This is an optimization exercise on Yosys and OpenROAD, whose aim is small area, a short achievable clock period and few clock cycles, not a production implementation.
RTL that was checked went through simulation tests only; none was proved equivalent to the original.
The clock port is modelled as an ideal driver; clocking choices that lean on that would not hold on a real chip.

==> willow <==
==> flow/design.v <==
module median_fliter(
  input                  clk,
  input                  rst,
  input               enable,
  input  [7:0]     RAM_IMG_Q,
  input  [7:0]     RAM_OUT_Q,
  output          RAM_IMG_OE,
  output          RAM_IMG_WE,
  output [15:0]    RAM_IMG_A,
  output [7:0]     RAM_IMG_D,
  output          RAM_OUT_OE,
  output          RAM_OUT_WE,
  output [15:0]    RAM_OUT_A,
  output [7:0]     RAM_OUT_D,
  output                done
);
  localparam LK = 3;             
  localparam K  = 1 << LK;       
  localparam L  = K + 2;         
  localparam [3:0] RI_LAST = L - 1;
  reg        go;         
  reg        running;    
  reg        oe;         
  reg        first;      
  reg        flush;      
  reg  [7:0] rrow;       
  reg  [7:0] rcol;       
  reg  [3:0] ri;         
  reg        done_reg;
  reg  [4:0] vp;         
  wire ri_last  = (ri == RI_LAST);
  wire row_pad  = ((ri == 4'd0) & (rrow == 8'd255)) | (ri_last & (rrow == 8'd0));
  always @(posedge clk, posedge rst) begin
    if (rst) begin
      go      <= 1'b0;
      running <= 1'b0;
      oe      <= 1'b0;
    end else begin
      go <= enable & ~running & ~go;
      if (go) begin
        running <= 1'b1;
        oe      <= 1'b1;
      end else if (ri_last) begin
        if (rcol == 8'd255 && rrow == 8'd0) oe <= 1'b0;    
        if (flush) running <= 1'b0;
      end
    end
  end
  always @(posedge clk) begin
    if (go) begin
      first <= 1'b1;
      flush <= 1'b0;
      rrow  <= 8'd255;
      rcol  <= 8'd0;
      ri    <= 4'd0;
    end else if (!ri_last) begin
      ri   <= ri + 4'd1;
      rrow <= rrow + 8'd1;
    end else begin
      ri    <= 4'd0;
      first <= 1'b0;
      rcol  <= rcol + 8'd1;
      if (rcol == 8'd255) begin
        rrow <= rrow - 8'd1;
        if (rrow == 8'd0) flush <= 1'b1;
      end else begin
        rrow <= rrow - RI_LAST;
      end
    end
  end
  wire v0  = running & ~first & (ri >= 4'd2);   
  wire mn0 = (rcol == 8'd0);                    
  reg       pad1;
  reg [1:0] mn;
  always @(posedge clk, posedge rst) begin
    if (rst) vp <= 5'd0;
    else     vp <= {vp[3:0], v0};
  end
  always @(posedge clk) begin
    pad1 <= row_pad;
    mn   <= {mn[0], mn0};
  end
  reg [7:0] din;
  reg [7:0] dl [1:2*L];
  integer k;
  always @(posedge clk) begin
    din     <= RAM_IMG_Q & {8{~pad1}};
    dl[1]   <= din;
    for (k = 2; k <= 2*L; k = k + 1) dl[k] <= dl[k-1];
    dl[L+1] <= dl[L] & {8{~mn[1]}};
  end
  wire [7:0] ta = dl[2*L];                  
  wire [7:0] tb = dl[L];                    
  wire [7:0] tc = din & {8{~mn[1]}};        
  function gt8(input [7:0] a, input [7:0] b);
    reg [7:0] g, p;
    reg [3:0] g1, p1;
    reg [1:0] g2, p2;
    integer i;
    begin
      g = a & ~b;
      p = a | ~b;
      for (i = 0; i < 4; i = i + 1) begin
        g1[i] = g[2*i+1] | (p[2*i+1] & g[2*i]);
        p1[i] = p[2*i+1] & p[2*i];
      end
      for (i = 0; i < 2; i = i + 1) begin
        g2[i] = g1[2*i+1] | (p1[2*i+1] & g1[2*i]);
        p2[i] = p1[2*i+1] & p1[2*i];
      end
      gt8 = g2[1] | (p2[1] & g2[0]);
    end
  endfunction
  function [7:0] max3(input [7:0] a, input [7:0] b, input [7:0] c);
    reg x, y, z;
    begin
      x = gt8(a, b);
      y = gt8(b, c);
      z = gt8(a, c);
      max3 = (x & z) ? a : (~x & y) ? b : c;
    end
  endfunction
  function [7:0] min3(input [7:0] a, input [7:0] b, input [7:0] c);
    reg x, y, z;
    begin
      x = gt8(a, b);
      y = gt8(b, c);
      z = gt8(a, c);
      min3 = (~x & ~z) ? a : (x & ~y) ? b : c;
    end
  endfunction
  function [7:0] med3(input [7:0] a, input [7:0] b, input [7:0] c);
    reg x, y, z;
    begin
      x = gt8(a, b);
      y = gt8(b, c);
      z = gt8(a, c);
      med3 = (x ^ z) ? a : (x ^ y) ? c : b;
    end
  endfunction
  reg [7:0] lo0, md0, hi0, lo1, md1, hi1, md2, lo12, hi12;
  always @(posedge clk) begin
    lo0  <= min3(ta, tb, tc);
    md0  <= med3(ta, tb, tc);
    hi0  <= max3(ta, tb, tc);
    lo1  <= lo0;  md1 <= md0;  hi1 <= hi0;
    md2  <= md1;
    lo12 <= gt8(lo0, lo1) ? lo0 : lo1;
    hi12 <= gt8(hi0, hi1) ? hi1 : hi0;
  end
  reg [7:0] mxlo, mdmd, mnhi, dout;
  always @(posedge clk) begin
    mxlo <= gt8(lo12, lo0) ? lo12 : lo0;
    mdmd <= med3(md0, md1, md2);
    mnhi <= gt8(hi12, hi0) ? hi0 : hi12;
    dout <= med3(mxlo, mdmd, mnhi);
  end
  wire we = vp[4];
  reg [15:0] wa;      
  reg        wlast;   
  always @(posedge clk) begin
    if (go) begin
      wa    <= 16'hffff;
      wlast <= 1'b0;
    end else if (vp[3]) begin
      wa    <= wa + 16'd1;
      wlast <= (wa == 16'hfffe);
    end
  end
  always @(posedge clk, posedge rst) begin
    if (rst) done_reg <= 1'b0;
    else if (enable && !running) done_reg <= 1'b0;
    else if (we && wlast) done_reg <= 1'b1;
  end
  assign RAM_IMG_OE = oe;
  assign RAM_IMG_WE = 1'b0;
  assign RAM_IMG_A  = {rrow, rcol};
  assign RAM_IMG_D  = 8'd0;
  assign RAM_OUT_OE = 1'b0;
  assign RAM_OUT_WE = we;
  assign RAM_OUT_A  = {wa[15:8+LK], wa[LK-1:0], wa[7+LK:LK]};
  assign RAM_OUT_D  = dout;
  assign done       = done_reg;
endmodule
==> flow/flow/run.sh <==
#!/bin/bash
set -euo pipefail
bash standard.sh BUFFER_PORTS_ARGS="-buffer_cell sky130_fd_sc_hd__buf_4" CTS_ARGS="-sink_clustering_enable -repair_clock_nets -sink_clustering_size 30 -sink_clustering_max_diameter 100 -dont_use_dummy_load -sink_clustering_levels 1" finish > standard.log 2>&1
==> flow/standard.sh <==
#!/bin/bash
# synth_recipe.tcl (not shown) runs the flow's synth.tcl, then flattens the netlist and writes it again
# the make line also repeats each setting of config.mk as NAME=value (left out here)
make -C /OpenROAD-flow-scripts/flow DESIGN_CONFIG=/design/flow/config.mk WORK_HOME=/design/flow/orfs CLKGATE_MAP_FILE= SYNTH_SCRIPT=/design/flow/synth_recipe.tcl "${@:-finish}"
==> flow/config.mk <==
export PLATFORM = sky130hd
export DESIGN_NAME = median_fliter
export DESIGN_NICKNAME = median_fliter
export VERILOG_FILES = /design/flow/design.v
export SDC_FILE = /design/flow/constraint.sdc
export NUM_CORES = 4
export LEC_CHECK = 0
export CAP_MARGIN = 20
export CORE_MARGIN = 2
export CORE_UTILIZATION = 65
export PLACE_DENSITY = 0.75
export SLEW_MARGIN = 20
==> flow/constraint.sdc <==
create_clock -name core_clock -period 10.0 [get_ports {clk}]
set_input_delay 2.0000 -clock core_clock [delete_from_list [all_inputs] [get_ports {clk}]]
set_output_delay 2.0000 -clock core_clock [all_outputs]
set_load 0.01 [all_outputs]
==> inputs of pepper, as changes to willow <==
--- a/flow/design.v
+++ b/flow/design.v
@@ -26,9 +26,9 @@
   reg  [7:0] rrow;       
   reg  [7:0] rcol;       
   reg  [3:0] ri;         
+  reg        ri_last;    
   reg        done_reg;
   reg  [4:0] vp;         
-  wire ri_last  = (ri == RI_LAST);
   wire row_pad  = ((ri == 4'd0) & (rrow == 8'd255)) | (ri_last & (rrow == 8'd0));
   always @(posedge clk, posedge rst) begin
     if (rst) begin
@@ -52,13 +52,16 @@
       flush <= 1'b0;
       rrow  <= 8'd255;
       rcol  <= 8'd0;
-      ri    <= 4'd0;
+      ri      <= 4'd0;
+      ri_last <= 1'b0;
     end else if (!ri_last) begin
-      ri   <= ri + 4'd1;
+      ri      <= ri + 4'd1;
+      ri_last <= (ri == RI_LAST - 4'd1);
       rrow <= rrow + 8'd1;
     end else begin
-      ri    <= 4'd0;
-      first <= 1'b0;
+      ri      <= 4'd0;
+      ri_last <= 1'b0;
+      first   <= 1'b0;
       rcol  <= rcol + 8'd1;
       if (rcol == 8'd255) begin
         rrow <= rrow - 8'd1;
==> flow/flow/run.sh (replaced) <==
#!/bin/bash
# The standard layout (standard.sh, with the standard synthesis), changed
# only in how hard and with what it optimises:
#  - ports buffered with buf_2,
#  - clock tree sinks clustered by up to 30 within 100 um, no dummy loads,
#  - timing repair aiming for 6.95 ns of setup slack,
#  - after CTS, the flip-flops that drive output ports get drive strength 2.
# The tools' full output goes to standard.log here and to orfs/logs/.
set -euo pipefail
bash standard.sh BUFFER_PORTS_ARGS="-buffer_cell sky130_fd_sc_hd__buf_2" \
  CTS_ARGS="-sink_clustering_enable -repair_clock_nets -sink_clustering_size 30 -sink_clustering_max_diameter 100 -dont_use_dummy_load -sink_clustering_levels 1" \
  SETUP_SLACK_MARGIN=6.95 RECOVER_POWER=100 MATCH_CELL_FOOTPRINT=0 POST_CTS_TCL="$PWD/flow/post_cts.tcl" finish > standard.log 2>&1
==> flow/flow/post_cts.tcl (new file) <==
# Give each flip-flop that drives an output port's buffer a stronger drive.
proc upsize_output_flops {strength} {
  set db [ord::get_db]
  set block [ord::get_db_block]
  set n 0
  foreach bt [$block getBTerms] {
    if {[$bt getIoType] != "OUTPUT"} { continue }
    set net [$bt getNet]
    if {$net == "NULL"} { continue }
    foreach it [$net getITerms] {
      if {![$it isOutputSignal]} { continue }
      set buf [$it getInst]
      foreach bit [$buf getITerms] {
        if {![$bit isInputSignal]} { continue }
        set bnet [$bit getNet]
        if {$bnet == "NULL"} { continue }
        foreach dit [$bnet getITerms] {
          if {![$dit isOutputSignal]} { continue }
          set inst [$dit getInst]
          set master [[$inst getMaster] getName]
          if {[regexp {^(sky130_fd_sc_hd__df\w+)_1$} $master -> base]} {
            set new [$db findMaster ${base}_$strength]
            if {$new != "NULL"} {
              $inst swapMaster $new
              incr n
            }
          }
        }
      }
    }
  }
  puts "upsize: $n output flip-flops to drive $strength"
}

upsize_output_flops 2
==> inputs of lagoon, as changes to willow <==
==> flow/design.v, changed modules only <==
module median_fliter(
  input                  clk,
  input                  rst,
  input               enable,
  input  [7:0]     RAM_IMG_Q,
  input  [7:0]     RAM_OUT_Q,
  output          RAM_IMG_OE,
  output          RAM_IMG_WE,
  output [15:0]    RAM_IMG_A,
  output [7:0]     RAM_IMG_D,
  output          RAM_OUT_OE,
  output          RAM_OUT_WE,
  output [15:0]    RAM_OUT_A,
  output [7:0]     RAM_OUT_D,
  output                done
);
  localparam LK = 3;             
  localparam K  = 1 << LK;       
  localparam L  = K + 2;         
  localparam [3:0] RI_LAST = L - 1;
  reg        go;         
  reg        running;    
  reg        oe;         
  reg        first;      
  reg        flush;      
  reg  [7:0] rrow;       
  reg  [7:0] rcol;       
  reg  [3:0] ri;         
  reg        done_reg;
  reg  [4:0] vp;         
  wire ri_last  = (ri == RI_LAST);
  wire row_pad  = ((ri == 4'd0) & (rrow == 8'd255)) | (ri_last & (rrow == 8'd0));
  always @(posedge clk, posedge rst) begin
    if (rst) begin
      go      <= 1'b0;
      running <= 1'b0;
      oe      <= 1'b0;
    end else begin
      go <= enable & ~running & ~go;
      if (go) begin
        running <= 1'b1;
        oe      <= 1'b1;
      end else if (ri_last) begin
        if (rcol == 8'd255 && rrow == 8'd0) oe <= 1'b0;    
        if (flush) running <= 1'b0;
      end
    end
  end
  always @(posedge clk) begin
    if (go) begin
      first <= 1'b1;
      flush <= 1'b0;
      rrow  <= 8'd255;
      rcol  <= 8'd0;
      ri    <= 4'd0;
    end else if (!ri_last) begin
      ri   <= ri + 4'd1;
      rrow <= rrow + 8'd1;
    end else begin
      ri    <= 4'd0;
      first <= 1'b0;
      rcol  <= rcol + 8'd1;
      if (rcol == 8'd255) begin
        rrow <= rrow - 8'd1;
        if (rrow == 8'd0) flush <= 1'b1;
      end else begin
        rrow <= rrow - RI_LAST;
      end
    end
  end
  wire v0  = running & ~first & (ri >= 4'd2);   
  wire mn0 = (rcol == 8'd0);                    
  reg       pad1;
  reg [1:0] mn;
  always @(posedge clk, posedge rst) begin
    if (rst) vp <= 5'd0;
    else     vp <= {vp[3:0], v0};
  end
  always @(posedge clk) begin
    pad1 <= row_pad;
    mn   <= {mn[0], mn0};
  end
  reg [7:0] din;
  reg [7:0] dl [1:2*L];
  integer k;
  always @(posedge clk) begin
    din     <= RAM_IMG_Q & {8{~pad1}};
    dl[1]   <= din;
    for (k = 2; k <= 2*L; k = k + 1) dl[k] <= dl[k-1];
    dl[L+1] <= dl[L] & {8{~mn[1]}};
  end
  wire [7:0] ta = dl[2*L];                  
  wire [7:0] tb = dl[L];                    
  wire [7:0] tc = din & {8{~mn[1]}};        
  function gt8(input [7:0] a, input [7:0] b);
    integer i;
    reg g;
    begin
      g = 1'b0;
      for (i = 0; i < 8; i = i + 1)
        g = (a[i] & ~b[i]) | (~(a[i] ^ b[i]) & g);
      gt8 = g;
    end
  endfunction
  function [7:0] max3(input [7:0] a, input [7:0] b, input [7:0] c);
    reg x, y, z;
    begin
      x = gt8(a, b);
      y = gt8(b, c);
      z = gt8(a, c);
      max3 = (x & z) ? a : (~x & y) ? b : c;
    end
  endfunction
  function [7:0] min3(input [7:0] a, input [7:0] b, input [7:0] c);
    reg x, y, z;
    begin
      x = gt8(a, b);
      y = gt8(b, c);
      z = gt8(a, c);
      min3 = (~x & ~z) ? a : (x & ~y) ? b : c;
    end
  endfunction
  function [7:0] med3(input [7:0] a, input [7:0] b, input [7:0] c);
    reg x, y, z;
    begin
      x = gt8(a, b);
      y = gt8(b, c);
      z = gt8(a, c);
      med3 = (x ^ z) ? a : (x ^ y) ? c : b;
    end
  endfunction
  reg [7:0] lo0, md0, hi0, lo1, md1, hi1, lo2, md2, hi2;
  always @(posedge clk) begin
    lo0 <= min3(ta, tb, tc);
    md0 <= med3(ta, tb, tc);
    hi0 <= max3(ta, tb, tc);
    lo1 <= lo0;  md1 <= md0;  hi1 <= hi0;
    lo2 <= lo1;  md2 <= md1;  hi2 <= hi1;
  end
  reg [7:0] mxlo, mdmd, mnhi, dout;
  always @(posedge clk) begin
    mxlo <= max3(lo0, lo1, lo2);
    mdmd <= med3(md0, md1, md2);
    mnhi <= min3(hi0, hi1, hi2);
    dout <= med3(mxlo, mdmd, mnhi);
  end
  wire we = vp[4];
  reg [15:0] wcnt;    
  always @(posedge clk, posedge rst) begin
    if (rst) begin
      wcnt     <= 16'd0;
      done_reg <= 1'b0;
    end else begin
      if (we) wcnt <= wcnt + 16'd1;
      if (enable && !running) done_reg <= 1'b0;
      else if (we && wcnt == 16'hffff) done_reg <= 1'b1;
    end
  end
  assign RAM_IMG_OE = oe;
  assign RAM_IMG_WE = 1'b0;
  assign RAM_IMG_A  = {rrow, rcol};
  assign RAM_IMG_D  = 8'd0;
  assign RAM_OUT_OE = 1'b0;
  assign RAM_OUT_WE = we;
  assign RAM_OUT_A  = {wcnt[15:8+LK], wcnt[LK-1:0], wcnt[7+LK:LK]};
  assign RAM_OUT_D  = dout;
  assign done       = done_reg;
endmodule
==> flow/flow/run.sh (replaced) <==
#!/bin/bash
set -euo pipefail
bash standard.sh BUFFER_PORTS_ARGS="-buffer_cell sky130_fd_sc_hd__buf_4" SETUP_SLACK_MARGIN=7.2 finish > standard.log 2>&1
- CORE_UTILIZATION: 65 -> 40
- PLACE_DENSITY: 0.75 -> default
==> inputs of maple, as changes to willow <==
==> flow/design.v, changed modules only <==
module median_fliter(
  input                  clk,
  input                  rst,
  input               enable,
  input  [7:0]     RAM_IMG_Q,
  input  [7:0]     RAM_OUT_Q,
  output          RAM_IMG_OE,
  output          RAM_IMG_WE,
  output [15:0]    RAM_IMG_A,
  output [7:0]     RAM_IMG_D,
  output          RAM_OUT_OE,
  output          RAM_OUT_WE,
  output [15:0]    RAM_OUT_A,
  output [7:0]     RAM_OUT_D,
  output                done
);
  localparam LK = 3;             
  localparam K  = 1 << LK;       
  localparam L  = K + 2;         
  localparam [3:0] RI_LAST = L - 1;
  reg        go;         
  reg        running;    
  reg        oe;         
  reg        first;      
  reg        flush;      
  reg  [7:0] rrow;       
  reg  [7:0] rcol;       
  reg  [3:0] ri;         
  reg        ri_last;    
  reg        done_reg;
  reg  [3:0] vp;         
  wire row_pad  = ((ri == 4'd0) & (rrow == 8'd255)) | (ri_last & (rrow == 8'd0));
  always @(posedge clk, posedge rst) begin
    if (rst) begin
      go      <= 1'b0;
      running <= 1'b0;
      oe      <= 1'b0;
    end else begin
      go <= enable & ~running & ~go;
      if (go) begin
        running <= 1'b1;
        oe      <= 1'b1;
      end else if (ri_last) begin
        if (rcol == 8'd255 && rrow == 8'd0) oe <= 1'b0;    
        if (flush) running <= 1'b0;
      end
    end
  end
  always @(posedge clk) begin
    if (go) begin
      first <= 1'b1;
      flush <= 1'b0;
      rrow  <= 8'd255;
      rcol  <= 8'd0;
      ri      <= 4'd0;
      ri_last <= 1'b0;
    end else if (!ri_last) begin
      ri      <= ri + 4'd1;
      ri_last <= (ri == RI_LAST - 4'd1);
      rrow <= rrow + 8'd1;
    end else begin
      ri      <= 4'd0;
      ri_last <= 1'b0;
      first   <= 1'b0;
      rcol  <= rcol + 8'd1;
      if (rcol == 8'd255) begin
        rrow <= rrow - 8'd1;
        if (rrow == 8'd0) flush <= 1'b1;
      end else begin
        rrow <= rrow - RI_LAST;
      end
    end
  end
  wire v0  = running & ~first & (ri >= 4'd2);   
  wire mn0 = (rcol == 8'd0);                    
  reg       pad1;
  reg [1:0] mn;
  always @(posedge clk, posedge rst) begin
    if (rst) vp <= 4'd0;
    else     vp <= {vp[2:0], v0};
  end
  always @(posedge clk) begin
    pad1 <= row_pad;
    mn   <= {mn[0], mn0};
  end
  reg [7:0] din;
  reg [7:0] dl [1:2*L];
  integer k;
  always @(posedge clk) begin
    din     <= RAM_IMG_Q & {8{~pad1}};
    dl[1]   <= din;
    for (k = 2; k <= 2*L; k = k + 1) dl[k] <= dl[k-1];
    dl[L+1] <= dl[L] & {8{~mn[1]}};
  end
  function gt8(input [7:0] a, input [7:0] b);
    reg [7:0] g, p;
    reg [3:0] g1, p1;
    reg [1:0] g2, p2;
    integer i;
    begin
      g = a & ~b;
      p = a | ~b;
      for (i = 0; i < 4; i = i + 1) begin
        g1[i] = g[2*i+1] | (p[2*i+1] & g[2*i]);
        p1[i] = p[2*i+1] & p[2*i];
      end
      for (i = 0; i < 2; i = i + 1) begin
        g2[i] = g1[2*i+1] | (p1[2*i+1] & g1[2*i]);
        p2[i] = p1[2*i+1] & p1[2*i];
      end
      gt8 = g2[1] | (p2[1] & g2[0]);
    end
  endfunction
  function [7:0] med3(input [7:0] a, input [7:0] b, input [7:0] c);
    reg x, y, z;
    begin
      x = gt8(a, b);
      y = gt8(b, c);
      z = gt8(a, c);
      med3 = (x ^ z) ? a : (x ^ y) ? c : b;
    end
  endfunction
  wire [7:0] ta = dl[2*L];
  wire [7:0] tb = dl[L];
  wire [7:0] tc = din & {8{~mn[1]}};
  wire [7:0] nc = RAM_IMG_Q & {8{~pad1 & ~mn[0]}};    
  reg        ab, bc, ac;                              
  always @(posedge clk) begin
    ab <= gt8(dl[2*L-1], dl[L-1]);
    bc <= gt8(dl[L-1], nc);
    ac <= gt8(dl[2*L-1], nc);
  end
  wire [7:0] s_lo = (~ab & ~ac) ? ta : (ab & ~bc) ? tb : tc;
  wire [7:0] s_md = (ab ^ ac) ? ta : (ab ^ bc) ? tc : tb;
  wire [7:0] s_hi = (ab & ac) ? ta : (~ab & bc) ? tb : tc;
  reg [7:0] lo1, md1, hi1, md2, lo12, hi12;
  always @(posedge clk) begin
    lo1  <= s_lo;  md1 <= s_md;  hi1 <= s_hi;
    md2  <= md1;
    lo12 <= gt8(s_lo, lo1) ? s_lo : lo1;
    hi12 <= gt8(s_hi, hi1) ? hi1 : s_hi;
  end
  reg [7:0] mxlo, mdmd, mnhi, dout;
  always @(posedge clk) begin
    mxlo <= gt8(lo12, s_lo) ? lo12 : s_lo;
    mdmd <= med3(s_md, md1, md2);
    mnhi <= gt8(hi12, s_hi) ? s_hi : hi12;
    dout <= med3(mxlo, mdmd, mnhi);
  end
  wire we = vp[3];
  reg [15:0] wa;      
  reg        wlast;   
  always @(posedge clk) begin
    if (go) begin
      wa    <= 16'hffff;
      wlast <= 1'b0;
    end else if (vp[2]) begin
      wa    <= wa + 16'd1;
      wlast <= (wa == 16'hfffe);
    end
  end
  always @(posedge clk, posedge rst) begin
    if (rst) done_reg <= 1'b0;
    else if (enable && !running) done_reg <= 1'b0;
    else if (we && wlast) done_reg <= 1'b1;
  end
  assign RAM_IMG_OE = oe;
  assign RAM_IMG_WE = 1'b0;
  assign RAM_IMG_A  = {rrow, rcol};
  assign RAM_IMG_D  = 8'd0;
  assign RAM_OUT_OE = 1'b0;
  assign RAM_OUT_WE = we;
  assign RAM_OUT_A  = {wa[15:8+LK], wa[LK-1:0], wa[7+LK:LK]};
  assign RAM_OUT_D  = dout;
  assign done       = done_reg;
endmodule
==> flow/flow/run.sh (replaced) <==
#!/bin/bash
# The standard layout (the standard.sh, standard synthesis) with: ports
# buffered by buf_4, clock tree sinks clustered by 30 without dummy loads, and
# after CTS the flip-flops that drive output ports given drive strength 2.
set -euo pipefail
bash standard.sh BUFFER_PORTS_ARGS="-buffer_cell sky130_fd_sc_hd__buf_2" \
  CTS_ARGS="-sink_clustering_enable -repair_clock_nets -sink_clustering_size 30 -sink_clustering_max_diameter 100 -dont_use_dummy_load -sink_clustering_levels 1" \
  SETUP_SLACK_MARGIN=6.95 POST_CTS_TCL="$PWD/flow/post_cts.tcl" finish > standard.log 2>&1
==> flow/flow/post_cts.tcl (new file) <==
# Give each flip-flop that drives an output port's buffer a stronger drive.
proc upsize_output_flops {strength} {
  set db [ord::get_db]
  set block [ord::get_db_block]
  set n 0
  foreach bt [$block getBTerms] {
    if {[$bt getIoType] != "OUTPUT"} { continue }
    set net [$bt getNet]
    if {$net == "NULL"} { continue }
    foreach it [$net getITerms] {
      if {![$it isOutputSignal]} { continue }
      set buf [$it getInst]
      foreach bit [$buf getITerms] {
        if {![$bit isInputSignal]} { continue }
        set bnet [$bit getNet]
        if {$bnet == "NULL"} { continue }
        foreach dit [$bnet getITerms] {
          if {![$dit isOutputSignal]} { continue }
          set inst [$dit getInst]
          set master [[$inst getMaster] getName]
          if {[regexp {^(sky130_fd_sc_hd__df\w+)_1$} $master -> base]} {
            set new [$db findMaster ${base}_$strength]
            if {$new != "NULL"} {
              $inst swapMaster $new
              incr n
            }
          }
        }
      }
    }
  }
  puts "upsize: $n output flip-flops to drive $strength"
}

upsize_output_flops 2
==> qor summary <==
| quantity | willow | lagoon | maple | pepper |
|---|---|---|---|---|
| Placed Area | 0.01156 mm² | 0.01222 mm² | 0.01123 mm² | 0.01109 mm² |
| Slowest cell delay on critical path | 460 ps | 410 ps | 340 ps | 970 ps |
| Final critical-path share of the clock period | 31.19% | 30.41% | 33.14% | 35.22% |
| Critical path buffer and inverter count | 1 | 1 | 1 | 0 |
| HPWL after detailed placement | 13110 µm | 14680 µm | 14090 µm | 12460 µm |
| Post-Place Cells | 1226 | 1418 | 1285 | 1212 |
| Peak fanout along the critical path | 5 | 3 | 4 | 32 |
| Number of H-tree branching levels | 1 | 2 | - | - |
| Rel. slew slack | 55.61% | 31.31% | 44.57% | 23.55% |
| Outcome | finished clean | finished clean | finished clean | finished clean |
| Largest net degree at the start of global routing | 43 | 26 | 33 | 33 |
| Mean post-synth cell area | 11.34 µm² | 11.47 µm² | 10.46 µm² | 11.10 µm² |
Testbench counts of pepper, summed over its fixed seeds: cycles 327,748.
For willow, lagoon and maple, only the layout was checked, not whether the RTL still works.

what the ideal ports hide:
No port has a modelled driver above. Below, the same layouts with a new extraction and two added sets of constraints.
Step 1 (the two cells are an assumption about what drives the block):
set clk [get_ports {clk}]
set_driving_cell -lib_cell sky130_fd_sc_hd__clkbuf_16 $clk
set_driving_cell -lib_cell sky130_fd_sc_hd__buf_2 [delete_from_list [all_inputs] $clk]
Step 2 moves the port delays by t, midway between the first and last clock arrival at a register: inputs arrive t later, outputs are due t later. That takes back most of the time a late clock gives input paths.
Three values: ideal, step 1, step 2; two values: the first two.
run	shift t [ns]	setup WS [ns]	worst slew at a driven data input, ns
willow	0.514	6.881 / 6.839 / 6.900	0.04
pepper	0.514	6.478 / 6.478 / 6.478	0.03
lagoon	0.542	6.959 / 6.913 / 7.180	0.03
maple	0.510	6.686 / 6.690 / 6.181	0.04
After both steps setup and hold are still met in every run listed. For maple, which loses most, drivers alone change the setup slack by +0.004 ns; drivers and shift together by -0.505 ns. Setup slack includes reset recovery checks.
